Source: an optimization exercise on an open RTL-to-GDS flow (aim: small area, a short achievable clock period and few clock cycles). Production flows keep margins and buffers that such runs may drop.
In this exercise RTL edits were held to simulation tests only and were not proved equivalent to the original.

## flow/design.v (module list and top-level ports; edited modules follow where they fit)
// module HAMMING_IP: 66 lines
// module MDC: 2191 lines
module MDC(clk, rst_n, in_valid, in_data, in_mode, out_valid, out_data);
  // ...
==> flow/flow/run.sh <==
#!/bin/bash
set -euo pipefail
bash standard.sh SETUP_SLACK_MARGIN=7 TNS_END_PERCENT=25 \
  "BUFFER_PORTS_ARGS=-buffer_cell sky130_fd_sc_hd__buf_2" finish > standard.log 2>&1
==> flow/standard.sh <==
#!/bin/bash
# synth_recipe.tcl (not shown) runs the flow's synth.tcl, then flattens the netlist and writes it again
# the make line also repeats each setting of config.mk as NAME=value (left out here)
make -C /OpenROAD-flow-scripts/flow DESIGN_CONFIG=/design/flow/config.mk WORK_HOME=/design/flow/orfs CLKGATE_MAP_FILE= SYNTH_SCRIPT=/design/flow/synth_recipe.tcl "${@:-finish}"
==> flow/config.mk <==
export PLATFORM = sky130hd
export DESIGN_NAME = MDC
export DESIGN_NICKNAME = MDC
export VERILOG_FILES = /design/flow/design.v
export SDC_FILE = /design/flow/constraint.sdc
export NUM_CORES = 4
export LEC_CHECK = 0
export CAP_MARGIN = 20
export CORE_MARGIN = 2
export CORE_UTILIZATION = 45
export SLEW_MARGIN = 20
==> flow/constraint.sdc <==
create_clock -name core_clock -period 11.0 [get_ports {clk}]
set_input_delay 2.2000 -clock core_clock [delete_from_list [all_inputs] [get_ports {clk}]]
set_output_delay 2.2000 -clock core_clock [all_outputs]
set_load 0.01 [all_outputs]
==> impl_metrics.yaml, run 1 <==
clocking:
  tritoncts: "built"
  clockBufferDepth: 3
  cts-root-buf: "clkbuf_16"
sta:
  worstMarginPinSlew_ns: 1.26
  rsz0062_at_grt: "yes"
  layout_setup_ws_ns: 6.17
yosys:
  synthArstFlopShare: 0.0540
  syn_area_per_cell_um2: 10.1
  synth_edf_count: 367
  synth-simple-area-share: 0.0835
  ys_top_cells_by_area: "edfxtp_1 (18%), fa_1 (17%), dfxtp_1 (14%), a22oi_1 (7.4%), xnor2_1 (7.2%)"
  synth.most_common_cell: "inv_1"
die:
  ioPinCount: 235
  die_area_mm2: 0.136
  die_w_um: 369
  num_rows: 133
grt:
  grtUsageMet2: 0.533
  grt_max_degree: 66
  antenna_found_initial: 25
run_status:
  status: "no timing/DRC/antenna violations"
cells_and_area:
  multiInputGateArea_mm2: 0.0352
  signal_buffers: 424
routing:
  routed_wl_mm: 264
  route.met3.wl_mm: 42.9
run:
  drv_cap: 0
hold_path:
  holdPathStages: 1
setup_path:
  path_class: "register to output port"
Testbench counts, summed over its fixed seeds: cycles 30,937.
==> run 2, diff against run 1 <==
--- a/flow/design.v
+++ b/flow/design.v
@@ -192,61 +192,82 @@
 reg [12:0] bx;
 wire [45:0] det = {bx, b0};
 reg [45:0] U0_S, U0_C;       
 wire [45:0] U0_Y = U0_S + U0_C;
 reg [32:0] U1_S, U1_C;       
 wire [32:0] U1_Y = U1_S + U1_C;
 reg [32:0] U2_S, U2_C;       
 wire [32:0] U2_Y = U2_S + U2_C;
+wire [12:0] encd_e = {din[10], din, 1'b0};
+wire [5:0] encd_one, encd_two, encd_sgn;
+assign encd_one[0] = encd_e[1] ^ encd_e[0];
+assign encd_two[0] = (encd_e[2] & ~encd_e[1] & ~encd_e[0]) | (~encd_e[2] & encd_e[1] & encd_e[0]);
+assign encd_sgn[0] = encd_e[2];
+assign encd_one[1] = encd_e[3] ^ encd_e[2];
+assign encd_two[1] = (encd_e[4] & ~encd_e[3] & ~encd_e[2]) | (~encd_e[4] & encd_e[3] & encd_e[2]);
+assign encd_sgn[1] = encd_e[4];
+assign encd_one[2] = encd_e[5] ^ encd_e[4];
+assign encd_two[2] = (encd_e[6] & ~encd_e[5] & ~encd_e[4]) | (~encd_e[6] & encd_e[5] & encd_e[4]);
+assign encd_sgn[2] = encd_e[6];
+assign encd_one[3] = encd_e[7] ^ encd_e[6];
+assign encd_two[3] = (encd_e[8] & ~encd_e[7] & ~encd_e[6]) | (~encd_e[8] & encd_e[7] & encd_e[6]);
+assign encd_sgn[3] = encd_e[8];
+assign encd_one[4] = encd_e[9] ^ encd_e[8];
+assign encd_two[4] = (encd_e[10] & ~encd_e[9] & ~encd_e[8]) | (~encd_e[10] & encd_e[9] & encd_e[8]);
+assign encd_sgn[4] = encd_e[10];
+assign encd_one[5] = encd_e[11] ^ encd_e[10];
+assign encd_two[5] = (encd_e[12] & ~encd_e[11] & ~encd_e[10]) | (~encd_e[12] & encd_e[11] & encd_e[10]);
+assign encd_sgn[5] = encd_e[12];
 wire [10:0] U0_A =
-  ({11{U0_as_din}} & din) |
   ({11{U0_as_e00}} & e0[0]) |
   ({11{U0_as_e01}} & e0[1]) |
   ({11{U0_as_e02}} & e0[2]) |
   ({11{U0_as_xd}} & xd);
 wire [12:0] U0_Ae = {U0_A[10], U0_A, 1'b0};
 reg [5:0] U0_one, U0_two, U0_neg;
 always @(posedge clk) begin
-  U0_one[0] <= U0_Ae[1] ^ U0_Ae[0];
-  U0_two[0] <= (U0_Ae[2] & ~U0_Ae[1] & ~U0_Ae[0]) | (~U0_Ae[2] & U0_Ae[1] & U0_Ae[0]);
-  U0_neg[0] <= U0_Ae[2] ^ U0_sg;
-  U0_one[1] <= U0_Ae[3] ^ U0_Ae[2];
-  U0_two[1] <= (U0_Ae[4] & ~U0_Ae[3] & ~U0_Ae[2]) | (~U0_Ae[4] & U0_Ae[3] & U0_Ae[2]);
-  U0_neg[1] <= U0_Ae[4] ^ U0_sg;
-  U0_one[2] <= U0_Ae[5] ^ U0_Ae[4];
-  U0_two[2] <= (U0_Ae[6] & ~U0_Ae[5] & ~U0_Ae[4]) | (~U0_Ae[6] & U0_Ae[5] & U0_Ae[4]);
-  U0_neg[2] <= U0_Ae[6] ^ U0_sg;
-  U0_one[3] <= U0_Ae[7] ^ U0_Ae[6];
-  U0_two[3] <= (U0_Ae[8] & ~U0_Ae[7] & ~U0_Ae[6]) | (~U0_Ae[8] & U0_Ae[7] & U0_Ae[6]);
-  U0_neg[3] <= U0_Ae[8] ^ U0_sg;
-  U0_one[4] <= U0_Ae[9] ^ U0_Ae[8];
-  U0_two[4] <= (U0_Ae[10] & ~U0_Ae[9] & ~U0_Ae[8]) | (~U0_Ae[10] & U0_Ae[9] & U0_Ae[8]);
-  U0_neg[4] <= U0_Ae[10] ^ U0_sg;
-  U0_one[5] <= U0_Ae[11] ^ U0_Ae[10];
-  U0_two[5] <= (U0_Ae[12] & ~U0_Ae[11] & ~U0_Ae[10]) | (~U0_Ae[12] & U0_Ae[11] & U0_Ae[10]);
-  U0_neg[5] <= U0_Ae[12] ^ U0_sg;
+  U0_one[0] <= (U0_as_din ? encd_one[0] : (U0_Ae[1] ^ U0_Ae[0]));
+  U0_two[0] <= (U0_as_din ? encd_two[0] : ((U0_Ae[2] & ~U0_Ae[1] & ~U0_Ae[0]) | (~U0_Ae[2] & U0_Ae[1] & U0_Ae[0])));
+  U0_neg[0] <= (U0_as_din ? encd_sgn[0] : U0_Ae[2]) ^ U0_sg;
+  U0_one[1] <= (U0_as_din ? encd_one[1] : (U0_Ae[3] ^ U0_Ae[2]));
+  U0_two[1] <= (U0_as_din ? encd_two[1] : ((U0_Ae[4] & ~U0_Ae[3] & ~U0_Ae[2]) | (~U0_Ae[4] & U0_Ae[3] & U0_Ae[2])));
+  U0_neg[1] <= (U0_as_din ? encd_sgn[1] : U0_Ae[4]) ^ U0_sg;
+  U0_one[2] <= (U0_as_din ? encd_one[2] : (U0_Ae[5] ^ U0_Ae[4]));
+  U0_two[2] <= (U0_as_din ? encd_two[2] : ((U0_Ae[6] & ~U0_Ae[5] & ~U0_Ae[4]) | (~U0_Ae[6] & U0_Ae[5] & U0_Ae[4])));
+  U0_neg[2] <= (U0_as_din ? encd_sgn[2] : U0_Ae[6]) ^ U0_sg;
+  U0_one[3] <= (U0_as_din ? encd_one[3] : (U0_Ae[7] ^ U0_Ae[6]));
+  U0_two[3] <= (U0_as_din ? encd_two[3] : ((U0_Ae[8] & ~U0_Ae[7] & ~U0_Ae[6]) | (~U0_Ae[8] & U0_Ae[7] & U0_Ae[6])));
+  U0_neg[3] <= (U0_as_din ? encd_sgn[3] : U0_Ae[8]) ^ U0_sg;
+  U0_one[4] <= (U0_as_din ? encd_one[4] : (U0_Ae[9] ^ U0_Ae[8]));
+  U0_two[4] <= (U0_as_din ? encd_two[4] : ((U0_Ae[10] & ~U0_Ae[9] & ~U0_Ae[8]) | (~U0_Ae[10] & U0_Ae[9] & U0_Ae[8])));
+  U0_neg[4] <= (U0_as_din ? encd_sgn[4] : U0_Ae[10]) ^ U0_sg;
+  U0_one[5] <= (U0_as_din ? encd_one[5] : (U0_Ae[11] ^ U0_Ae[10]));
+  U0_two[5] <= (U0_as_din ? encd_two[5] : ((U0_Ae[12] & ~U0_Ae[11] & ~U0_Ae[10]) | (~U0_Ae[12] & U0_Ae[11] & U0_Ae[10])));
+  U0_neg[5] <= (U0_as_din ? encd_sgn[5] : U0_Ae[12]) ^ U0_sg;
 end
-reg [32:0] U0_B;
-always @(posedge clk) U0_B <=
+wire [32:0] U0_Bq =
   ({33{U0_bs_e00}} & {{22{e0[0][10]}}, e0[0]}) |
   ({33{U0_bs_e01}} & {{22{e0[1][10]}}, e0[1]}) |
   ({33{U0_bs_e10}} & {{22{e1[0][10]}}, e1[0]}) |
   ({33{U0_bs_e11}} & {{22{e1[1][10]}}, e1[1]}) |
-  ({33{U0_bs_fU0b0}} & U0_Y[32:0]) |
-  ({33{U0_bs_fU0m01}} & {{11{U0_Y[21:0][21]}}, U0_Y[21:0]}) |
-  ({33{U0_bs_fU1b3}} & U1_Y[32:0]) |
-  ({33{U0_bs_fU1m12}} & {{11{U1_Y[21:0][21]}}, U1_Y[21:0]}) |
-  ({33{U0_bs_fU2m23}} & {{11{U2_Y[21:0][21]}}, U2_Y[21:0]}) |
   ({33{U0_bs_b1}} & b1) |
   ({33{U0_bs_b2}} & b2) |
   ({33{U0_bs_m02}} & {{11{m02[21]}}, m02}) |
   ({33{U0_bs_m12}} & {{11{m12[21]}}, m12}) |
   ({33{U0_bs_m13}} & {{11{m13[21]}}, m13}) |
   ({33{U0_bs_m23}} & {{11{m23[21]}}, m23});
+reg [32:0] U0_B;
+wire [32:0] U0_Bf =
+  ({33{U0_bs_fU0b0}} & U0_Y[32:0]) |
+  ({33{U0_bs_fU0m01}} & {{11{U0_Y[21:0][21]}}, U0_Y[21:0]}) |
+  ({33{U0_bs_fU1b3}} & U1_Y[32:0]) |
+  ({33{U0_bs_fU1m12}} & {{11{U1_Y[21:0][21]}}, U1_Y[21:0]}) |
+  ({33{U0_bs_fU2m23}} & {{11{U2_Y[21:0][21]}}, U2_Y[21:0]});
+always @(posedge clk) U0_B <= U0_bfwd ? U0_Bf : U0_Bq;
 wire [45:0] U0_ca =
   ({46{U0_cf_U0}} & U0_S) |
   ({46{U0_cs_b3}} & {13'd0, b3}) |
   ({46{U0_cs_m02}} & {24'd0, m02}) |
   ({46{U0_cs_m03}} & {24'd0, m03});
 wire [45:0] U0_cb =
   ({46{U0_cf_U0}} & U0_C);
 wire [33:0] U0_pp0;
@@ -793,55 +814,56 @@
 wire U0_t512 = (U0_t418 & U0_t419) | (U0_t418 & 1'b1) | (U0_t419 & 1'b1);
 wire U0_t513 = U0_t420 ^ U0_t421 ^ 1'b1;
 wire U0_t514 = (U0_t420 & U0_t421) | (U0_t420 & 1'b1) | (U0_t421 & 1'b1);
 always @(posedge clk) begin
   U0_S <= {U0_t512, U0_t510, U0_t508, U0_t506, U0_t504, U0_t502, U0_t500, U0_t498, U0_t496, U0_t494, U0_t492, U0_t490, U0_t488, U0_t486, U0_t484, U0_t482, U0_t480, U0_t478, U0_t476, U0_t474, U0_t472, U0_t470, U0_t468, U0_t466, U0_t464, U0_t462, U0_t460, U0_t458, U0_t456, U0_t454, U0_t452, U0_t450, U0_t448, U0_t446, U0_t444, U0_t442, U0_t440, U0_t438, U0_t436, U0_t434, U0_t432, U0_t430, U0_t428, U0_t426, U0_t424, U0_t423};
   U0_C <= {U0_t513, U0_t511, U0_t509, U0_t507, U0_t505, U0_t503, U0_t501, U0_t499, U0_t497, U0_t495, U0_t493, U0_t491, U0_t489, U0_t487, U0_t485, U0_t483, U0_t481, U0_t479, U0_t477, U0_t475, U0_t473, U0_t471, U0_t469, U0_t467, U0_t465, U0_t463, U0_t461, U0_t459, U0_t457, U0_t455, U0_t453, U0_t451, U0_t449, U0_t447, U0_t445, U0_t443, U0_t441, U0_t439, U0_t437, U0_t435, U0_t433, U0_t431, U0_t429, U0_t427, U0_t425, U0_cb[0]};
 end
 wire [10:0] U1_A =
-  ({11{U1_as_din}} & din) |
   ({11{U1_as_e10}} & e1[0]) |
   ({11{U1_as_e11}} & e1[1]) |
   ({11{U1_as_e12}} & e1[2]) |
   ({11{U1_as_xd}} & xd);
 wire [12:0] U1_Ae = {U1_A[10], U1_A, 1'b0};
 reg [5:0] U1_one, U1_two, U1_neg;
 always @(posedge clk) begin
-  U1_one[0] <= U1_Ae[1] ^ U1_Ae[0];
-  U1_two[0] <= (U1_Ae[2] & ~U1_Ae[1] & ~U1_Ae[0]) | (~U1_Ae[2] & U1_Ae[1] & U1_Ae[0]);
-  U1_neg[0] <= U1_Ae[2] ^ U1_sg;
-  U1_one[1] <= U1_Ae[3] ^ U1_Ae[2];
-  U1_two[1] <= (U1_Ae[4] & ~U1_Ae[3] & ~U1_Ae[2]) | (~U1_Ae[4] & U1_Ae[3] & U1_Ae[2]);
-  U1_neg[1] <= U1_Ae[4] ^ U1_sg;
-  U1_one[2] <= U1_Ae[5] ^ U1_Ae[4];
-  U1_two[2] <= (U1_Ae[6] & ~U1_Ae[5] & ~U1_Ae[4]) | (~U1_Ae[6] & U1_Ae[5] & U1_Ae[4]);
-  U1_neg[2] <= U1_Ae[6] ^ U1_sg;
-  U1_one[3] <= U1_Ae[7] ^ U1_Ae[6];
-  U1_two[3] <= (U1_Ae[8] & ~U1_Ae[7] & ~U1_Ae[6]) | (~U1_Ae[8] & U1_Ae[7] & U1_Ae[6]);
-  U1_neg[3] <= U1_Ae[8] ^ U1_sg;
-  U1_one[4] <= U1_Ae[9] ^ U1_Ae[8];
-  U1_two[4] <= (U1_Ae[10] & ~U1_Ae[9] & ~U1_Ae[8]) | (~U1_Ae[10] & U1_Ae[9] & U1_Ae[8]);
-  U1_neg[4] <= U1_Ae[10] ^ U1_sg;
-  U1_one[5] <= U1_Ae[11] ^ U1_Ae[10];
-  U1_two[5] <= (U1_Ae[12] & ~U1_Ae[11] & ~U1_Ae[10]) | (~U1_Ae[12] & U1_Ae[11] & U1_Ae[10]);
-  U1_neg[5] <= U1_Ae[12] ^ U1_sg;
+  U1_one[0] <= (U1_as_din ? encd_one[0] : (U1_Ae[1] ^ U1_Ae[0]));
+  U1_two[0] <= (U1_as_din ? encd_two[0] : ((U1_Ae[2] & ~U1_Ae[1] & ~U1_Ae[0]) | (~U1_Ae[2] & U1_Ae[1] & U1_Ae[0])));
+  U1_neg[0] <= (U1_as_din ? encd_sgn[0] : U1_Ae[2]) ^ U1_sg;
+  U1_one[1] <= (U1_as_din ? encd_one[1] : (U1_Ae[3] ^ U1_Ae[2]));
+  U1_two[1] <= (U1_as_din ? encd_two[1] : ((U1_Ae[4] & ~U1_Ae[3] & ~U1_Ae[2]) | (~U1_Ae[4] & U1_Ae[3] & U1_Ae[2])));
+  U1_neg[1] <= (U1_as_din ? encd_sgn[1] : U1_Ae[4]) ^ U1_sg;
+  U1_one[2] <= (U1_as_din ? encd_one[2] : (U1_Ae[5] ^ U1_Ae[4]));
+  U1_two[2] <= (U1_as_din ? encd_two[2] : ((U1_Ae[6] & ~U1_Ae[5] & ~U1_Ae[4]) | (~U1_Ae[6] & U1_Ae[5] & U1_Ae[4])));
+  U1_neg[2] <= (U1_as_din ? encd_sgn[2] : U1_Ae[6]) ^ U1_sg;
+  U1_one[3] <= (U1_as_din ? encd_one[3] : (U1_Ae[7] ^ U1_Ae[6]));
+  U1_two[3] <= (U1_as_din ? encd_two[3] : ((U1_Ae[8] & ~U1_Ae[7] & ~U1_Ae[6]) | (~U1_Ae[8] & U1_Ae[7] & U1_Ae[6])));
+  U1_neg[3] <= (U1_as_din ? encd_sgn[3] : U1_Ae[8]) ^ U1_sg;
+  U1_one[4] <= (U1_as_din ? encd_one[4] : (U1_Ae[9] ^ U1_Ae[8]));
+  U1_two[4] <= (U1_as_din ? encd_two[4] : ((U1_Ae[10] & ~U1_Ae[9] & ~U1_Ae[8]) | (~U1_Ae[10] & U1_Ae[9] & U1_Ae[8])));
+  U1_neg[4] <= (U1_as_din ? encd_sgn[4] : U1_Ae[10]) ^ U1_sg;
+  U1_one[5] <= (U1_as_din ? encd_one[5] : (U1_Ae[11] ^ U1_Ae[10]));
+  U1_two[5] <= (U1_as_din ? encd_two[5] : ((U1_Ae[12] & ~U1_Ae[11] & ~U1_Ae[10]) | (~U1_Ae[12] & U1_Ae[11] & U1_Ae[10])));
+  U1_neg[5] <= (U1_as_din ? encd_sgn[5] : U1_Ae[12]) ^ U1_sg;
 end
-reg [21:0] U1_B;
-always @(posedge clk) U1_B <=
+wire [21:0] U1_Bq =
   ({22{U1_bs_e01}} & {{11{e0[1][10]}}, e0[1]}) |
   ({22{U1_bs_e02}} & {{11{e0[2][10]}}, e0[2]}) |
   ({22{U1_bs_e11}} & {{11{e1[1][10]}}, e1[1]}) |
   ({22{U1_bs_e12}} & {{11{e1[2][10]}}, e1[2]}) |
-  ({22{U1_bs_fU1m12}} & U1_Y[21:0]) |
-  ({22{U1_bs_fU2m23}} & U2_Y[21:0]) |
   ({22{U1_bs_m01}} & m01) |
   ({22{U1_bs_m02}} & m02) |
   ({22{U1_bs_m03}} & m03) |
   ({22{U1_bs_m12}} & m12);
+reg [21:0] U1_B;
+wire [21:0] U1_Bf =
+  ({22{U1_bs_fU1m12}} & U1_Y[21:0]) |
+  ({22{U1_bs_fU2m23}} & U2_Y[21:0]);
+always @(posedge clk) U1_B <= U1_bfwd ? U1_Bf : U1_Bq;
 wire [32:0] U1_ca =
   ({33{U1_cf_U1}} & U1_S) |
   ({33{U1_cs_m13}} & {11'd0, m13});
 wire [32:0] U1_cb =
   ({33{U1_cf_U1}} & U1_C);
 wire [22:0] U1_pp0;
 wire [23:0] U1_Bx0 = {U1_B[21], U1_B, 1'b0};
 generate for (gi = 0; gi <= 22; gi = gi + 1) begin : g_U1_pp0
@@ -1224,55 +1246,56 @@
 wire U1_t350 = (U1_t282 & U1_t283) | (U1_t282 & 1'b1) | (U1_t283 & 1'b1);
 wire U1_t351 = U1_t284 ^ U1_t285 ^ U1_cb[32];
 wire U1_t352 = (U1_t284 & U1_t285) | (U1_t284 & U1_cb[32]) | (U1_t285 & U1_cb[32]);
 always @(posedge clk) begin
   U1_S <= {U1_t350, U1_t348, U1_t346, U1_t344, U1_t342, U1_t340, U1_t338, U1_t336, U1_t334, U1_t332, U1_t330, U1_t328, U1_t326, U1_t324, U1_t322, U1_t320, U1_t318, U1_t316, U1_t314, U1_t312, U1_t310, U1_t308, U1_t306, U1_t304, U1_t302, U1_t300, U1_t298, U1_t296, U1_t294, U1_t292, U1_t290, U1_t288, U1_t287};
   U1_C <= {U1_t351, U1_t349, U1_t347, U1_t345, U1_t343, U1_t341, U1_t339, U1_t337, U1_t335, U1_t333, U1_t331, U1_t329, U1_t327, U1_t325, U1_t323, U1_t321, U1_t319, U1_t317, U1_t315, U1_t313, U1_t311, U1_t309, U1_t307, U1_t305, U1_t303, U1_t301, U1_t299, U1_t297, U1_t295, U1_t293, U1_t291, U1_t289, U1_cb[0]};
 end
 wire [10:0] U2_A =
-  ({11{U2_as_din}} & din) |
   ({11{U2_as_e03}} & e0[3]) |
   ({11{U2_as_xd}} & xd);
 wire [12:0] U2_Ae = {U2_A[10], U2_A, 1'b0};
 reg [5:0] U2_one, U2_two, U2_neg;
 always @(posedge clk) begin
-  U2_one[0] <= U2_Ae[1] ^ U2_Ae[0];
-  U2_two[0] <= (U2_Ae[2] & ~U2_Ae[1] & ~U2_Ae[0]) | (~U2_Ae[2] & U2_Ae[1] & U2_Ae[0]);
-  U2_neg[0] <= U2_Ae[2] ^ U2_sg;
-  U2_one[1] <= U2_Ae[3] ^ U2_Ae[2];
-  U2_two[1] <= (U2_Ae[4] & ~U2_Ae[3] & ~U2_Ae[2]) | (~U2_Ae[4] & U2_Ae[3] & U2_Ae[2]);
-  U2_neg[1] <= U2_Ae[4] ^ U2_sg;
-  U2_one[2] <= U2_Ae[5] ^ U2_Ae[4];
-  U2_two[2] <= (U2_Ae[6] & ~U2_Ae[5] & ~U2_Ae[4]) | (~U2_Ae[6] & U2_Ae[5] & U2_Ae[4]);
-  U2_neg[2] <= U2_Ae[6] ^ U2_sg;
-  U2_one[3] <= U2_Ae[7] ^ U2_Ae[6];
-  U2_two[3] <= (U2_Ae[8] & ~U2_Ae[7] & ~U2_Ae[6]) | (~U2_Ae[8] & U2_Ae[7] & U2_Ae[6]);
-  U2_neg[3] <= U2_Ae[8] ^ U2_sg;
-  U2_one[4] <= U2_Ae[9] ^ U2_Ae[8];
-  U2_two[4] <= (U2_Ae[10] & ~U2_Ae[9] & ~U2_Ae[8]) | (~U2_Ae[10] & U2_Ae[9] & U2_Ae[8]);
-  U2_neg[4] <= U2_Ae[10] ^ U2_sg;
-  U2_one[5] <= U2_Ae[11] ^ U2_Ae[10];
-  U2_two[5] <= (U2_Ae[12] & ~U2_Ae[11] & ~U2_Ae[10]) | (~U2_Ae[12] & U2_Ae[11] & U2_Ae[10]);
-  U2_neg[5] <= U2_Ae[12] ^ U2_sg;
+  U2_one[0] <= (U2_as_din ? encd_one[0] : (U2_Ae[1] ^ U2_Ae[0]));
+  U2_two[0] <= (U2_as_din ? encd_two[0] : ((U2_Ae[2] & ~U2_Ae[1] & ~U2_Ae[0]) | (~U2_Ae[2] & U2_Ae[1] & U2_Ae[0])));
+  U2_neg[0] <= (U2_as_din ? encd_sgn[0] : U2_Ae[2]) ^ U2_sg;
+  U2_one[1] <= (U2_as_din ? encd_one[1] : (U2_Ae[3] ^ U2_Ae[2]));
+  U2_two[1] <= (U2_as_din ? encd_two[1] : ((U2_Ae[4] & ~U2_Ae[3] & ~U2_Ae[2]) | (~U2_Ae[4] & U2_Ae[3] & U2_Ae[2])));
+  U2_neg[1] <= (U2_as_din ? encd_sgn[1] : U2_Ae[4]) ^ U2_sg;
+  U2_one[2] <= (U2_as_din ? encd_one[2] : (U2_Ae[5] ^ U2_Ae[4]));
+  U2_two[2] <= (U2_as_din ? encd_two[2] : ((U2_Ae[6] & ~U2_Ae[5] & ~U2_Ae[4]) | (~U2_Ae[6] & U2_Ae[5] & U2_Ae[4])));
+  U2_neg[2] <= (U2_as_din ? encd_sgn[2] : U2_Ae[6]) ^ U2_sg;
+  U2_one[3] <= (U2_as_din ? encd_one[3] : (U2_Ae[7] ^ U2_Ae[6]));
+  U2_two[3] <= (U2_as_din ? encd_two[3] : ((U2_Ae[8] & ~U2_Ae[7] & ~U2_Ae[6]) | (~U2_Ae[8] & U2_Ae[7] & U2_Ae[6])));
+  U2_neg[3] <= (U2_as_din ? encd_sgn[3] : U2_Ae[8]) ^ U2_sg;
+  U2_one[4] <= (U2_as_din ? encd_one[4] : (U2_Ae[9] ^ U2_Ae[8]));
+  U2_two[4] <= (U2_as_din ? encd_two[4] : ((U2_Ae[10] & ~U2_Ae[9] & ~U2_Ae[8]) | (~U2_Ae[10] & U2_Ae[9] & U2_Ae[8])));
+  U2_neg[4] <= (U2_as_din ? encd_sgn[4] : U2_Ae[10]) ^ U2_sg;
+  U2_one[5] <= (U2_as_din ? encd_one[5] : (U2_Ae[11] ^ U2_Ae[10]));
+  U2_two[5] <= (U2_as_din ? encd_two[5] : ((U2_Ae[12] & ~U2_Ae[11] & ~U2_Ae[10]) | (~U2_Ae[12] & U2_Ae[11] & U2_Ae[10])));
+  U2_neg[5] <= (U2_as_din ? encd_sgn[5] : U2_Ae[12]) ^ U2_sg;
 end
-reg [21:0] U2_B;
-always @(posedge clk) U2_B <=
+wire [21:0] U2_Bq =
   ({22{U2_bs_e02}} & {{11{e0[2][10]}}, e0[2]}) |
   ({22{U2_bs_e03}} & {{11{e0[3][10]}}, e0[3]}) |
   ({22{U2_bs_e12}} & {{11{e1[2][10]}}, e1[2]}) |
   ({22{U2_bs_e13}} & {{11{e1[3][10]}}, e1[3]}) |
-  ({22{U2_bs_fU1m12}} & U1_Y[21:0]) |
-  ({22{U2_bs_fU1m13}} & U1_Y[21:0]) |
-  ({22{U2_bs_fU2m23}} & U2_Y[21:0]) |
   ({22{U2_bs_m01}} & m01) |
   ({22{U2_bs_m03}} & m03) |
   ({22{U2_bs_m12}} & m12) |
   ({22{U2_bs_m13}} & m13) |
   ({22{U2_bs_xd}} & {{11{xd[10]}}, xd});
+reg [21:0] U2_B;
+wire [21:0] U2_Bf =
+  ({22{U2_bs_fU1m12}} & U1_Y[21:0]) |
+  ({22{U2_bs_fU1m13}} & U1_Y[21:0]) |
+  ({22{U2_bs_fU2m23}} & U2_Y[21:0]);
+always @(posedge clk) U2_B <= U2_bfwd ? U2_Bf : U2_Bq;
 wire [32:0] U2_ca =
   ({33{U2_cf_U2}} & U2_S);
 wire [32:0] U2_cb =
   ({33{U2_cf_U2}} & U2_C);
 wire [22:0] U2_pp0;
 wire [23:0] U2_Bx0 = {U2_B[21], U2_B, 1'b0};
 generate for (gi = 0; gi <= 22; gi = gi + 1) begin : g_U2_pp0
   assign U2_pp0[gi] = ((U2_one[0] & U2_Bx0[gi+1]) | (U2_two[0] & U2_Bx0[gi])) ^ U2_neg[0];
@@ -1693,16 +1716,17 @@
 reg U0_bs_fU1m12;
 reg U0_bs_fU2m23;
 reg U0_bs_b1;
 reg U0_bs_b2;
 reg U0_bs_m02;
 reg U0_bs_m12;
 reg U0_bs_m13;
 reg U0_bs_m23;
+reg U0_bfwd;
 reg U0_cf_U0;
 reg U0_cs_b3;
 reg U0_cs_m02;
 reg U0_cs_m03;
 reg U1_as_din;
 reg U1_as_e10;
 reg U1_as_e11;
 reg U1_as_e12;
@@ -1713,16 +1737,17 @@
 reg U1_bs_e11;
 reg U1_bs_e12;
 reg U1_bs_fU1m12;
 reg U1_bs_fU2m23;
 reg U1_bs_m01;
 reg U1_bs_m02;
 reg U1_bs_m03;
 reg U1_bs_m12;
+reg U1_bfwd;
 reg U1_cf_U1;
 reg U1_cs_m13;
 reg U2_as_din;
 reg U2_as_e03;
 reg U2_as_xd;
 reg U2_sg;
 reg U2_bs_e02;
 reg U2_bs_e03;
@@ -1731,16 +1756,17 @@
 reg U2_bs_fU1m12;
 reg U2_bs_fU1m13;
 reg U2_bs_fU2m23;
 reg U2_bs_m01;
 reg U2_bs_m03;
 reg U2_bs_m12;
 reg U2_bs_m13;
 reg U2_bs_xd;
+reg U2_bfwd;
 reg U2_cf_U2;
 reg we_m01_U0_m01;
 reg we_m02_U0_m02;
 reg we_m02_U1_m02;
 reg we_m03_U0_m03;
 reg we_m03_U2_m03;
 reg we_m12_U1_m12;
 reg we_m13_U1_m13;
@@ -1810,16 +1836,21 @@
   U0_bs_fU2m23 <= (cyc == 5'd8 && m4);
   U0_bs_b1 <= (cyc == 5'd13 && m4);
   U0_bs_b2 <= (cyc == 5'd14 && m4);
   U0_bs_m02 <= (cyc == 5'd12 && m3);
   U0_bs_m12 <= (cyc == 5'd10 && m4);
   U0_bs_m13 <= (cyc == 5'd14 && m3) ||
       (cyc == 5'd9 && m4);
   U0_bs_m23 <= (cyc == 5'd13 && m3);
+  U0_bfwd <= (cyc == 5'd10 && m3) ||
+      (cyc == 5'd11 && m3) ||
+      (cyc == 5'd8 && m4) ||
+      (cyc == 5'd12 && m4) ||
+      (cyc == 5'd15 && m4);
   U0_cf_U0 <= (cyc == 5'd5 && m2) ||
       (cyc == 5'd9 && m2) ||
       (cyc == 5'd13 && m2) ||
       (cyc == 5'd9 && m3) ||
       (cyc == 5'd12 && m3) ||
       (cyc == 5'd13 && m3) ||
       (cyc == 5'd15 && m3) ||
       (cyc == 5'd5 && m4) ||
@@ -1883,16 +1914,18 @@
   U1_bs_fU2m23 <= (cyc == 5'd8 && m4);
   U1_bs_m01 <= (cyc == 5'd13 && m3) ||
       (cyc == 5'd13 && m4);
   U1_bs_m02 <= (cyc == 5'd12 && m3) ||
       (cyc == 5'd10 && m4) ||
       (cyc == 5'd12 && m4);
   U1_bs_m03 <= (cyc == 5'd9 && m4);
   U1_bs_m12 <= (cyc == 5'd11 && m4);
+  U1_bfwd <= (cyc == 5'd11 && m3) ||
+      (cyc == 5'd8 && m4);
   U1_cf_U1 <= (cyc == 5'd6 && m2) ||
       (cyc == 5'd10 && m2) ||
       (cyc == 5'd14 && m2) ||
       (cyc == 5'd10 && m3) ||
       (cyc == 5'd13 && m3) ||
       (cyc == 5'd14 && m3) ||
       (cyc == 5'd6 && m4) ||
       (cyc == 5'd10 && m4) ||
@@ -1946,16 +1979,19 @@
   U2_bs_fU1m12 <= (cyc == 5'd11 && m3);
   U2_bs_fU1m13 <= (cyc == 5'd8 && m4);
   U2_bs_fU2m23 <= (cyc == 5'd12 && m3);
   U2_bs_m01 <= (cyc == 5'd10 && m4);
   U2_bs_m03 <= (cyc == 5'd9 && m4);
   U2_bs_m12 <= (cyc == 5'd14 && m3);
   U2_bs_m13 <= (cyc == 5'd13 && m3);
   U2_bs_xd <= (cyc == 5'd3 && m4);
+  U2_bfwd <= (cyc == 5'd11 && m3) ||
+      (cyc == 5'd12 && m3) ||
+      (cyc == 5'd8 && m4);
   U2_cf_U2 <= (cyc == 5'd7 && m2) ||
       (cyc == 5'd11 && m2) ||
       (cyc == 5'd15 && m2) ||
       (cyc == 5'd11 && m3) ||
       (cyc == 5'd14 && m3) ||
       (cyc == 5'd15 && m3) ||
       (cyc == 5'd7 && m4) ||
       (cyc == 5'd10 && m4) ||
==> run 2 against run 1 <==
Still clean. Largest cell class unchanged. Critical path depth shrank 1. Critical path type unchanged. Sequential share of layout area is 0.44 points lower. First-iteration DRC count decreased by 13%. Non-clock buffer count is 2 higher. Maximum frequency up 9.0%.
==> impl_metrics.yaml, run 2 <==
run_status:
  status: "no timing/DRC/antenna violations"
grt:
  overflow: 0
  grt_pass1_vias: 50610
  grt_max_degree: 91
  grt_pass1_wl_mm: 376
  antenna_found_initial: 21
  track_usage: 0.382
cells_and_area:
  layout_commonest_cell: "inv_1"
  final_cell_mix: "inv_1 (701), a22oi_1 (592), nand2_1 (532)"
  largestRegisters: "U0_C: 46 flops, U0_S: 46 flops"
  layout-drive-gt1-share: 0.122
  layout.cells.non_filler: 8053
  final_nets: 6936
  finish.instance_area_mm2: 0.0683
  area_growth_pct: 12.6
clocking:
  tritoncts: "built"
  cts_made_buffers: 98
  clk_pin_slew_worst_paths_ns: 0.06
  cts_hold_buf: 0
  cts_sinks: 836
  clockBufferDepth: 3
  htreeDepth: 3
  cts-root-buf: "clkbuf_16"
  clk_latency_ns: 0.77
yosys:
  synth_cells: 6120
  ys_top_cells_by_area: "edfxtp_1 (18%), fa_1 (16%), dfxtp_1 (14%), a22oi_1 (7.3%), xnor2_1 (7.0%)"
  syn_area_per_cell_um2: 9.91
  synth.most_common_cell: "inv_1"
  synth-simple-area-share: 0.0857
  synth.distinct_cells: 79
  syn_area_mm2: 0.0607
  syn-num-nets: 6861
  synth_edf_count: 367
  synth_flop_cell: "dfxtp_1"
  synth.mux.area_fraction: 0.0120
  yosysTopAreaCell: "edfxtp_1"
  synth_top_family_by_area: "adder cells"
  ys_ff_latch: 836
  synth_compound_area_frac: 0.186
  yosysTopAreaCellShare: 0.182
  synthXorXnorAreaFrac: 0.0951
  synth_common_cells: "inv_1 (701), a22oi_1 (593), nand2_1 (554)"
  synthArstFlopShare: 0.0538
  synth_fa_ha_area_frac: 0.209
  yosys_warnings: 1
  ys_seq_area_frac: 0.340
place:
  placed_area_mm2: 0.0635
  placed_cells: 7807
  hpwl_mm: 197
  gp_congestion: 1.03
  io_buffers: 234
die:
  die_area_mm2: 0.138
  die_h_um: 371
  ioPinCount: 235
  core_mm2: 0.134
  num_rows: 134
  die_w_um: 371
  initial_core_util: 0.454
sta:
  hold_viol: 0
  period_minus_slack_ns: 4.43
  slew_headroom: 0.144
  rsz0062_at_grt: "yes"
  setup_viol: 0
  worstMarginPinSlew_ns: 1.26
  maxSlewViolCount: 0
  max_freq_ghz: 0.226
  finClkSkew_ns: 0.0764
  tns_ns: 0
  timing.hold.ws_ns: 0.469
  post-route-period-util: 0.403
setup_path:
  r2r_start: "U2_S[1]"
  ff2ff_setup_slack_ns: 6.81
  worst_setup_path_end_kind: "output port"
  crit_arrival_ns: 2.23
  crit_fanout: 2
  cp.required_ns: 8.80
  path_class: "register to output port"
  rr_worst_depth: 11
  r2r_end: "U1_B[19]"
  critPathLaunchType: "register"
routing:
  routed_wl_mm: 268
  via_per_inst: 6.46
  wl_per_cell_um: 33.3
  drt.antenna.violating_nets: 0
  first_pass_iters: 9
  drc: 0
  via_count: 52032
  dr.first_iter.drc_count: 7916
run:
  drv_cap: 0
hold_path:
  hold_end: "U1_C[0]"
  hold_class: "register to register"
  min_from: "U1_C[0]"
  holdPathStages: 1
==> run 2: cell types whose count changed after synthesis, moves of 13 or more <==
cell      before  now
nand3_1       68   48
a222oi_1      47   27
nor2_1       135  209
o21bai_1      32    7
a31oi_1       16   36
nand2_1      510  554
a211oi_1      15   42
mux2i_1       14   29
clkbuf_1     361  378
nand4_1       60   26
a221o_1      130  117
inv_1        719  701
a32oi_1        0   21
a21oi_1      165  201
==> run 2: worst max path at each step <==
stage / slack (ns) / start / depth (start not counted) / to
after floorplan: 6.98 / in_data[9] / 10 / U2_two[4]
after global placement: 6.21 / in_data[1] / 11 / U0_two[1]
after detailed placement: 6.23 / in_data[9] / 12 / U0_one[4]
after CTS: 6.60 / b1[1] / 3 / out_data[24]
after global routing: 6.57 / s4b / 5 / out_data[104]
final: 6.57 / b1[9] / 3 / out_data[32]
==> run 2: metal layers <==
| metal | wire length (um) | part of all wire | track usage |
|---|---|---|---|
| met5 | 316 | 0.0012 | 0.00350 |
| met4 | 17500 | 0.065 | 0.197 |
| met3 | 35600 | 0.13 | 0.126 |
| met2 | 112000 | 0.42 | 0.556 |
| met1 | 103000 | 0.38 | 0.507 |
==> run 2: worst max-delay path, cell delays in order (launching register included) <==
cell      delay (ns)
edfxtp_1        0.56
a222oi_1        0.65
inv_1           0.08
buf_2           0.16
==> run 2: cells by family (layout without fill, tap and decap cells) <==
family	Yosys count	after routing
flops	836	836
buf+inv	1160	1319
other cells	0	4
fa+ha+maj	715	715
mux	68	68
compound gates	1531	1531
xor+xnor	658	658
simple gates	1152	1154
==> run 2: final cells by class <==
cell class / count / area (um2)
diodes: 4 / 10.0
clock buffers: 145 / 3060
clock inverters: 41 / 408
fillers: 12085 / 65300
inverters: 707 / 2650
multi-input cells: 4126 / 36100
flip-flops and latches: 836 / 20700
well taps: 1768 / 2210
repair buffers: 426 / 3190
==> run 2: per-stage QoR <==
step,util,setup WS [ns]
global placement,0.475,6.21
global route,0.511,6.57
floorplan,-,6.98
finish,0.511,6.57
CTS,0.508,6.60
detailed placement,0.475,6.23
==> run 2: what timing repair did <==
action	4_1_cts	5_1_grt
setup buffers	31	13
endpoints found under the setup margin	211	248
cloned	5	7
pin swaps	18	17
gates resized for setup	111	43
Testbench counts of run 2, summed over its fixed seeds: cycles 30,937.
==> run 3, diff against run 2 <==
--- a/flow/config.mk
+++ b/flow/config.mk
@@ -9,3 +9,3 @@
 export CORE_MARGIN = 2
 export CORE_UTILIZATION = 45
-export SLEW_MARGIN = 20
+export SLEW_MARGIN = 60
==> run 3 against run 2 <==
Via count is 0.19% higher. Clock skew is 0.0064 ns higher. Synthesized cell count stayed put. Highest routed layer unchanged. Final cell count is 0.48% higher. Non-clock buffer count is 36 higher.
==> impl_metrics.yaml, run 3 <==
routing:
  first_pass_iters: 10
  via_count: 52131
  via_per_inst: 6.44
  drt.antenna.violating_nets: 0
  wl_per_cell_um: 33.2
  routed_wl_mm: 269
  drc: 0
  dr.first_iter.drc_count: 8150
clocking:
  clk_latency_ns: 0.78
  clk_pin_slew_worst_paths_ns: 0.07
  clockBufferDepth: 3
  cts_sinks: 836
  cts_made_buffers: 96
  cts_hold_buf: 0
  cts-root-buf: "clkbuf_16"
  htreeDepth: 3
  tritoncts: "built"
sta:
  rsz0062_at_grt: "yes"
  max_freq_ghz: 0.229
  layout_setup_ws_ns: 6.63
  maxSlewViolCount: 0
  timing.hold.ws_ns: 0.470
  post-route-period-util: 0.397
  tns_ns: 0
  finClkSkew_ns: 0.0828
  slew_headroom: 0.543
  worstMarginPinSlew_ns: 0.683
  setup_viol: 0
  hold_viol: 0
  period_minus_slack_ns: 4.37
die:
  die_area_mm2: 0.138
  die_h_um: 371
  ioPinCount: 235
  initial_core_util: 0.454
  core_mm2: 0.134
  num_rows: 134
  die_w_um: 371
yosys:
  ys_ff_latch: 836
  ys_top_cells_by_area: "edfxtp_1 (18%), fa_1 (16%), dfxtp_1 (14%), a22oi_1 (7.3%), xnor2_1 (7.0%)"
  synthArstFlopShare: 0.0538
  syn_area_mm2: 0.0607
  synth_edf_count: 367
  syn-num-nets: 6861
  yosysTopAreaCellShare: 0.182
  yosysTopAreaCell: "edfxtp_1"
  synth.most_common_cell: "inv_1"
  synth_flop_cell: "dfxtp_1"
  synth_common_cells: "inv_1 (701), a22oi_1 (593), nand2_1 (554)"
  yosys_warnings: 1
  synth.distinct_cells: 79
  synth_cells: 6120
  ys_seq_area_frac: 0.340
  syn_area_per_cell_um2: 9.91
cells_and_area:
  final_cell_mix: "inv_1 (700), a22oi_1 (590), nand2_1 (539)"
  fillCellCount: 12107
  final_nets: 6970
  layout_commonest_cell: "inv_1"
  largestRegisters: "U0_C: 46 flops, U0_S: 46 flops"
  layout-drive-gt1-share: 0.143
  area_growth_pct: 13.9
  postLayoutCoreUtil: 0.517
place:
  io_buffers: 234
  hpwl_mm: 199
  dpl_worst_slack_ns: 6.29
  gp_congestion: 1.03
grt:
  overflow: 0
  grt_max_degree: 91
  grt_pass1_vias: 50596
  antenna_found_initial: 26
  track_usage: 0.382
  grt_pass1_wl_mm: 376
setup_path:
  worst_setup_path_end_kind: "output port"
  cp.required_ns: 8.80
  path_class: "register to output port"
  crit_fanout: 14
  critPathLaunchType: "register"
  crit_arrival_ns: 2.17
run_status:
  status: "no timing/DRC/antenna violations"
hold_path:
  hold_class: "register to register"
run:
  drv_cap: 0
[run 3: final timing paths]
kind | from | to | slack [ns] | cells after the start
worst max-delay path | s4a | out_data[123] | 6.63 | 4
worst min-delay path | U1_C[0] | U1_C[0] | 0.47 | 1
worst max register to register | U1_S[0] | b3[30] | 7.03 | 12
worst min register to register | U1_C[0] | U1_C[0] | 0.47 | 1
max in group asynchronous | rst_n | oe2[7] | 9.06 | 2
min in group asynchronous | rst_n | oe3[4] | 1.49 | 2
[run 3: worst max-delay path: stages (launching register included)]
cell and delay [ns]:
dfrtp_2 0.46, buf_4 0.17, clkbuf_16 0.20, a221o_1 0.39, buf_2 0.18
[run 3: cells by family (layout without fill, tap and decap cells)]
family / count (synthesis) / in the layout / synth area share
AOI/OAI and AO/OA: 1531 / 1531 / 0.186
buffers and inverters: 1160 / 1349 / 0.0720
and+or+nand+nor: 1152 / 1154 / 0.0857
DFF: 836 / 836 / 0.340
adders and majority gates: 715 / 715 / 0.209
xor gates and xnor gates: 658 / 658 / 0.0951
muxes: 68 / 68 / 0.0120
other: 0 / 13 / 0
[run 3: timing repair]
action | 4_1_cts | 5_1_grt
pin swaps | 18 | 15
cloned | 3 | 10
resized for setup | 51 | 44
setup endpoints to repair | 207 | 225
buffers inserted | 22 | 19
[run 3: stage by stage]
stage / cell area (um2) / cells
2_1_floorplan: 60700 / 6120
6_report: 69100 / 8092
3_3_place_gp: 63500 / 7807
5_1_grt: 69100 / 8080
4_1_cts: 68300 / 8041
3_5_place_dp: 64400 / 7836
[run 3: cell type report]
cell class                      instances  area [um2]  share of cell area
Clock inverter                         51         648             0.00938
Antenna cell                           13        32.5            0.000471
Inverter                              707        2660              0.0385
Tap cell                             1768        2210              0.0320
Clock buffer                          129        2720              0.0393
Timing Repair Buffer                  462        3580              0.0518
Sequential cell                       836       20800               0.301
Multi-Input combinational cell       4126       36500               0.528
[run 3: per-layer routing]
layer	track usage	part of all wire
met1	0.503	0.38
met3	0.129	0.14
met2	0.555	0.42
met5	0.00210	0.0014
met4	0.199	0.066
==> run 4, diff against run 3 <==
==> flow/flow/run.sh (replaced) <==
#!/bin/bash
set -euo pipefail
bash standard.sh SETUP_SLACK_MARGIN=7 TNS_END_PERCENT=5 \
  "BUFFER_PORTS_ARGS=-buffer_cell sky130_fd_sc_hd__buf_2" finish > standard.log 2>&1
==> run 4 against run 3 <==
Critical endpoint is now out_data[71]. Largest cell class unchanged. Non-clock buffer count down 13. Wire length down 0.38%.
==> impl_metrics.yaml, run 4 <==
run_status:
  status: "no timing/DRC/antenna violations"
yosys:
  synth.mux.area_fraction: 0.0120
  synthXorXnorAreaFrac: 0.0951
  synth_fa_ha_area_frac: 0.209
  synth_top_family_by_area: "adder cells"
  synth.most_common_cell: "inv_1"
  syn_area_per_cell_um2: 9.91
  ys_seq_area_frac: 0.340
  synth_flop_cell: "dfxtp_1"
  syn_area_mm2: 0.0607
  synth_compound_area_frac: 0.186
  synth.distinct_cells: 79
  synth_common_cells: "inv_1 (701), a22oi_1 (593), nand2_1 (554)"
  synth-simple-area-share: 0.0857
  synthArstFlopShare: 0.0538
  yosys_warnings: 1
  ys_top_cells_by_area: "edfxtp_1 (18%), fa_1 (16%), dfxtp_1 (14%), a22oi_1 (7.3%), xnor2_1 (7.0%)"
  yosysTopAreaCellShare: 0.182
  ys_ff_latch: 836
  synth_edf_count: 367
  yosysTopAreaCell: "edfxtp_1"
  synth_cells: 6120
  syn-num-nets: 6861
die:
  die_area_mm2: 0.138
  die_h_um: 371
  initial_core_util: 0.454
  num_rows: 134
  core_mm2: 0.134
  ioPinCount: 235
  die_w_um: 371
sta:
  finClkSkew_ns: 0.0830
  period_minus_slack_ns: 4.46
  setup_viol: 0
  worstMarginPinSlew_ns: 0.686
  tns_ns: 0
  hold_viol: 0
  post-route-period-util: 0.405
  slew_headroom: 0.542
  maxSlewViolCount: 0
  max_freq_ghz: 0.224
  rsz0062_at_grt: "yes"
place:
  io_buffers: 234
  hpwl_mm: 199
  gp_congestion: 1.03
cells_and_area:
  largestRegisters: "U0_C: 46 flops, U0_S: 46 flops"
  layout_commonest_cell: "inv_1"
  layout-drive-gt1-share: 0.137
  final_cell_mix: "inv_1 (701), a22oi_1 (590), nand2_1 (544)"
  postLayoutCoreUtil: 0.515
  final_nets: 6956
  area_growth_pct: 13.5
setup_path:
  crit_arrival_ns: 2.26
  worst_setup_path_end_kind: "output port"
  path_class: "register to output port"
  crit_fanout: 13
  critPathLaunchType: "register"
  cp.required_ns: 8.80
routing:
  via_per_inst: 6.43
  wl_per_cell_um: 33.2
  drt.antenna.violating_nets: 0
  drc: 0
  dr.first_iter.drc_count: 7944
  via_count: 51920
  routed_wl_mm: 268
  first_pass_iters: 9
grt:
  grt_pass1_vias: 50630
  overflow: 0
  track_usage: 0.381
  antenna_found_initial: 21
  grt_max_degree: 91
  grt_pass1_wl_mm: 375
clocking:
  clk_latency_ns: 0.78
  cts-root-buf: "clkbuf_16"
  htreeDepth: 3
  clockBufferDepth: 3
  clk_pin_slew_worst_paths_ns: 0.06
  cts_sinks: 836
  tritoncts: "built"
  cts_made_buffers: 96
  cts_hold_buf: 0
run:
  drv_cap: 0
hold_path:
  hold_class: "register to register"
[run 4: cell counts after synthesis]
Identical to the previous run, type by type.
[run 4: area by class of cell]
class                           instances  area, um2
Fill cell                           12122      64800
Clock buffer                          129       2720
Multi-Input combinational cell       4125      36400
Tap cell                             1768       2210
Inverter                              707       2660
Antenna cell                           10       25.0
Timing Repair Buffer                  449       3430
Sequential cell                       836      20800
Clock inverter                         51        648
[run 4: what timing repair did]
action	CTS	global route
endpoints found under the setup margin	207	225
cloned	3	7
buffers inserted	15	15
gates resized for setup	33	25
pin swaps	14	4
hold endpoints to repair	0	0
[run 4: routing by layer]
layer	routed length [um]	global-route usage
met1	102000	0.501
met2	112000	0.552
met3	36300	0.131
met4	18000	0.205
met5	151	0.00175
[run 4: worst paths after layout]
path | from | endpoint | slack (ns) | depth (start not counted)
worst max-delay path | oe2[5] | out_data[71] | 6.54 | 2
worst min-delay path | U1_C[0] | U1_C[0] | 0.47 | 1
worst max register to register | U1_S[0] | b3[30] | 7.02 | 12
worst min register to register | U1_C[0] | U1_C[0] | 0.47 | 1
max in group asynchronous | rst_n | oe2[7] | 9.06 | 2
min in group asynchronous | rst_n | oe2[0] | 1.49 | 2
[run 4: per-stage QoR]
stage | std cells | hold WS [ns] | setup WS [ns] | cell area (um2)
floorplan | 6120 | 0.439 | 6.98 | 60700
global placement | 7807 | 0.451 | 6.21 | 63500
detailed placement | 7836 | 0.454 | 6.29 | 64400
CTS | 8034 | 0.471 | 6.60 | 68100
global route | 8065 | 0.478 | 6.61 | 68800
finish | 8075 | 0.472 | 6.54 | 68900
[run 4: cells by family after synthesis]
logic type	Yosys count
adder cells (fa/ha/maj)	715
multiplexers	68
buffers and inverters	1160
AND/OR/NAND/NOR	1152
AO/OA/AOI/OAI	1531
XOR/XNOR	658
flip-flops	836
[run 4: critical path: stages, from the launching register on]
cell     delay [ns]
dfrtp_1        0.78
a221o_1        0.50
buf_2          0.21
==> run 5, diff against run 4 <==
--- a/flow/config.mk
+++ b/flow/config.mk
@@ -9,3 +9,3 @@
 export CORE_MARGIN = 2
 export CORE_UTILIZATION = 45
-export SLEW_MARGIN = 60
+export SLEW_MARGIN = 20
==> run 5 against run 4 <==
Via count is 0.17% lower. Cell area fell by 1.6%. Highest routed layer unchanged. Sequential cell count is the same. Still clean on timing, DRC and antenna. Sequential share of layout area up 0.34 points. Clock-buffer cell count increased by 16. Global-route usage shrank 0.12 points. Synthesized cell count unchanged. Largest cell class unchanged.
==> impl_metrics.yaml, run 5 <==
routing:
  via_per_inst: 6.44
  first_pass_iters: 12
  drc: 0
  routed_wl_mm: 266
  via_count: 51830
  dr.first_iter.drc_count: 7590
  wl_per_cell_um: 33.1
  drt.antenna.violating_nets: 0
place:
  placed_cells: 7807
  hpwl_mm: 197
  io_buffers: 234
  placed_area_mm2: 0.0635
  dpl_worst_slack_ns: 6.23
  gp_congestion: 1.03
yosys:
  yosysTopAreaCellShare: 0.182
  syn_area_mm2: 0.0607
  yosysTopAreaCell: "edfxtp_1"
  ys_seq_area_frac: 0.340
  ys_top_cells_by_area: "edfxtp_1 (18%), fa_1 (16%), dfxtp_1 (14%), a22oi_1 (7.3%), xnor2_1 (7.0%)"
  syn-num-nets: 6861
  synth_edf_count: 367
  synth.most_common_cell: "inv_1"
  ys_ff_latch: 836
  yosys_warnings: 1
  syn_area_per_cell_um2: 9.91
  synthArstFlopShare: 0.0538
  synth_flop_cell: "dfxtp_1"
  synth_common_cells: "inv_1 (701), a22oi_1 (593), nand2_1 (554)"
  synth_cells: 6120
  synth.distinct_cells: 79
run_status:
  status: "no timing/DRC/antenna violations"
grt:
  track_usage: 0.380
  grtUsageMet2: 0.554
  grt_pass1_vias: 50315
  grt-busiest-layer: "met2"
  grt_use_met1: 0.502
  grt_max_degree: 91
  use_met3: 0.128
  antenna_found_initial: 20
  grt_pass1_wl_mm: 374
  overflow: 0
cells_and_area:
  final_nets: 6919
  regArea_mm2: 0.0207
  area_growth_pct: 11.7
  postLayoutCoreUtil: 0.507
  fillCellCount: 12136
  layout.cells.non_filler: 8045
  layout-drive-gt1-share: 0.115
  largestRegisters: "U0_C: 46 flops, U0_S: 46 flops"
  finish.instance_area_mm2: 0.0678
  layout_commonest_cell: "inv_1"
  final_cell_mix: "inv_1 (701), a22oi_1 (592), nand2_1 (545)"
  multiInputGateArea_mm2: 0.0359
setup_path:
  critPathLaunchType: "register"
  cpPeakStageDelay_ns: 0.78
  cp.required_ns: 8.80
  worst_setup_path_end_kind: "output port"
  crit_arrival_ns: 2.25
  crit_fanout: 13
  r2r_start: "U1_S[0]"
  rr_worst_depth: 12
  r2r_end: "b3[30]"
  ff2ff_setup_slack_ns: 6.77
  crit_slowest_cell: "dfrtp_1"
  path_class: "register to output port"
  worstPathCellList: "a221o_1 -> buf_2"
clocking:
  htreeDepth: 3
  cts-root-buf: "clkbuf_16"
  cts_sinks: 836
  clockBufferDepth: 3
  clk_pin_slew_worst_paths_ns: 0.06
  tritoncts: "built"
  cts_made_buffers: 98
  clk_latency_ns: 0.78
sta:
  rsz0062_at_grt: "yes"
  layout_setup_ws_ns: 6.55
  period_minus_slack_ns: 4.45
  tns_ns: 0
  setup_viol: 0
  post-route-period-util: 0.404
  slew_headroom: 0.176
  max_freq_ghz: 0.225
  finClkSkew_ns: 0.0758
  hold_viol: 0
  worstMarginPinSlew_ns: 1.23
  maxSlewViolCount: 0
die:
  core_mm2: 0.134
  initial_core_util: 0.454
  die_area_mm2: 0.138
  die_w_um: 371
  num_rows: 134
  die_h_um: 371
  ioPinCount: 235
hold_path:
  min_from: "U1_C[0]"
  holdPathStages: 1
  hold_end: "U1_C[0]"
  hold_class: "register to register"
run:
  drv_cap: 0
run 5: how the worst max path moves through the flow:
stage          startpoint           end  slack, ns  cells past startpoint
2_1_floorplan  in_data[9]     U2_two[4]       6.98                     10
3_3_place_gp   in_data[1]     U0_two[1]       6.21                     11
3_5_place_dp   in_data[9]     U0_one[4]       6.23                     12
4_1_cts             b1[1]  out_data[24]       6.60                      3
5_1_grt             b1[1]  out_data[24]       6.60                      3
6_report           oe3[5]  out_data[71]       6.55                      2
run 5: final cells by class:
type | count | area share
sequential | 836 | 0.305
multi-input combinational | 4124 | 0.529
timing repair buffer | 411 | 0.0417
clock buffer | 145 | 0.0452
inverter | 707 | 0.0392
tap | 1768 | 0.0326
antenna | 13 | 0.000480
clock inverter | 41 | 0.00602
run 5: cells by family after synthesis:
group | Yosys count | synth area share
compound gates | 1531 | 0.186
xor+xnor | 658 | 0.0951
fa+ha+maj | 715 | 0.209
buf+inv | 1160 | 0.0720
flops | 836 | 0.340
mux | 68 | 0.0120
simple gates | 1152 | 0.0857
run 5: through the flow:
stage          hold WS (ns)
5_1_grt               0.479
6_report              0.469
2_1_floorplan         0.439
3_5_place_dp          0.455
4_1_cts               0.473
3_3_place_gp          0.451
run 5: worst max-delay path: cells and delay by family (launching register included):
family	cells	cell delay, ns
AO/OA/AOI/OAI	1	0.48
flip-flops	1	0.78
buffers and inverters	1	0.21
run 5: timing repair:
action	4_1_cts	5_1_grt
resized for setup	23	38
cloned	1	4
buffers inserted	15	18
endpoints found under the setup margin	211	248
hold buffers	0	0
pin swaps	12	8
run 5: metal layers:
layer  routed length (um)  share of wire
met1               102000           0.38
met4                17200          0.064
met5                  298         0.0011
met3                35500           0.13
met2               112000           0.42

[port drivers added, routing unchanged]
Ports are ideal in the flow. The routed layouts listed here were re-timed in OpenROAD. Step 1: set_driving_cell puts a clkbuf_16 on clk and a buf_2 on each other input, an assumption about the parent block. Step 2, shift: input delay + t, output delay - t, t = (earliest + latest rising clock arrival at the registers) / 2. This alone moves slack from input paths to output paths. Three values: ideal ports, drivers, drivers and shift; two values: the first two.
run	t (ns)	setup slack, ns	worst setup path at the end	clock arrival spread, ns	cell pins on the clock port's net
run 1	0.801	6.172 / 6.087 / 6.220	input to register	0.057 / 0.057	1
run 2	0.820	6.569 / 6.485 / 6.270	input to register	0.077 / 0.077	1
run 3	0.825	6.632 / 6.546 / 6.315	input to register	0.083 / 0.083	1
run 4	0.824	6.543 / 6.458 / 6.300	input to register	0.085 / 0.084	1
run 5	0.820	6.554 / 6.472 / 6.269	input to register	0.076 / 0.076	1
After both steps setup and hold are still met in every run listed. For run 3, which loses most, drivers alone change the setup slack by -0.086 ns; drivers and shift together by -0.317 ns.
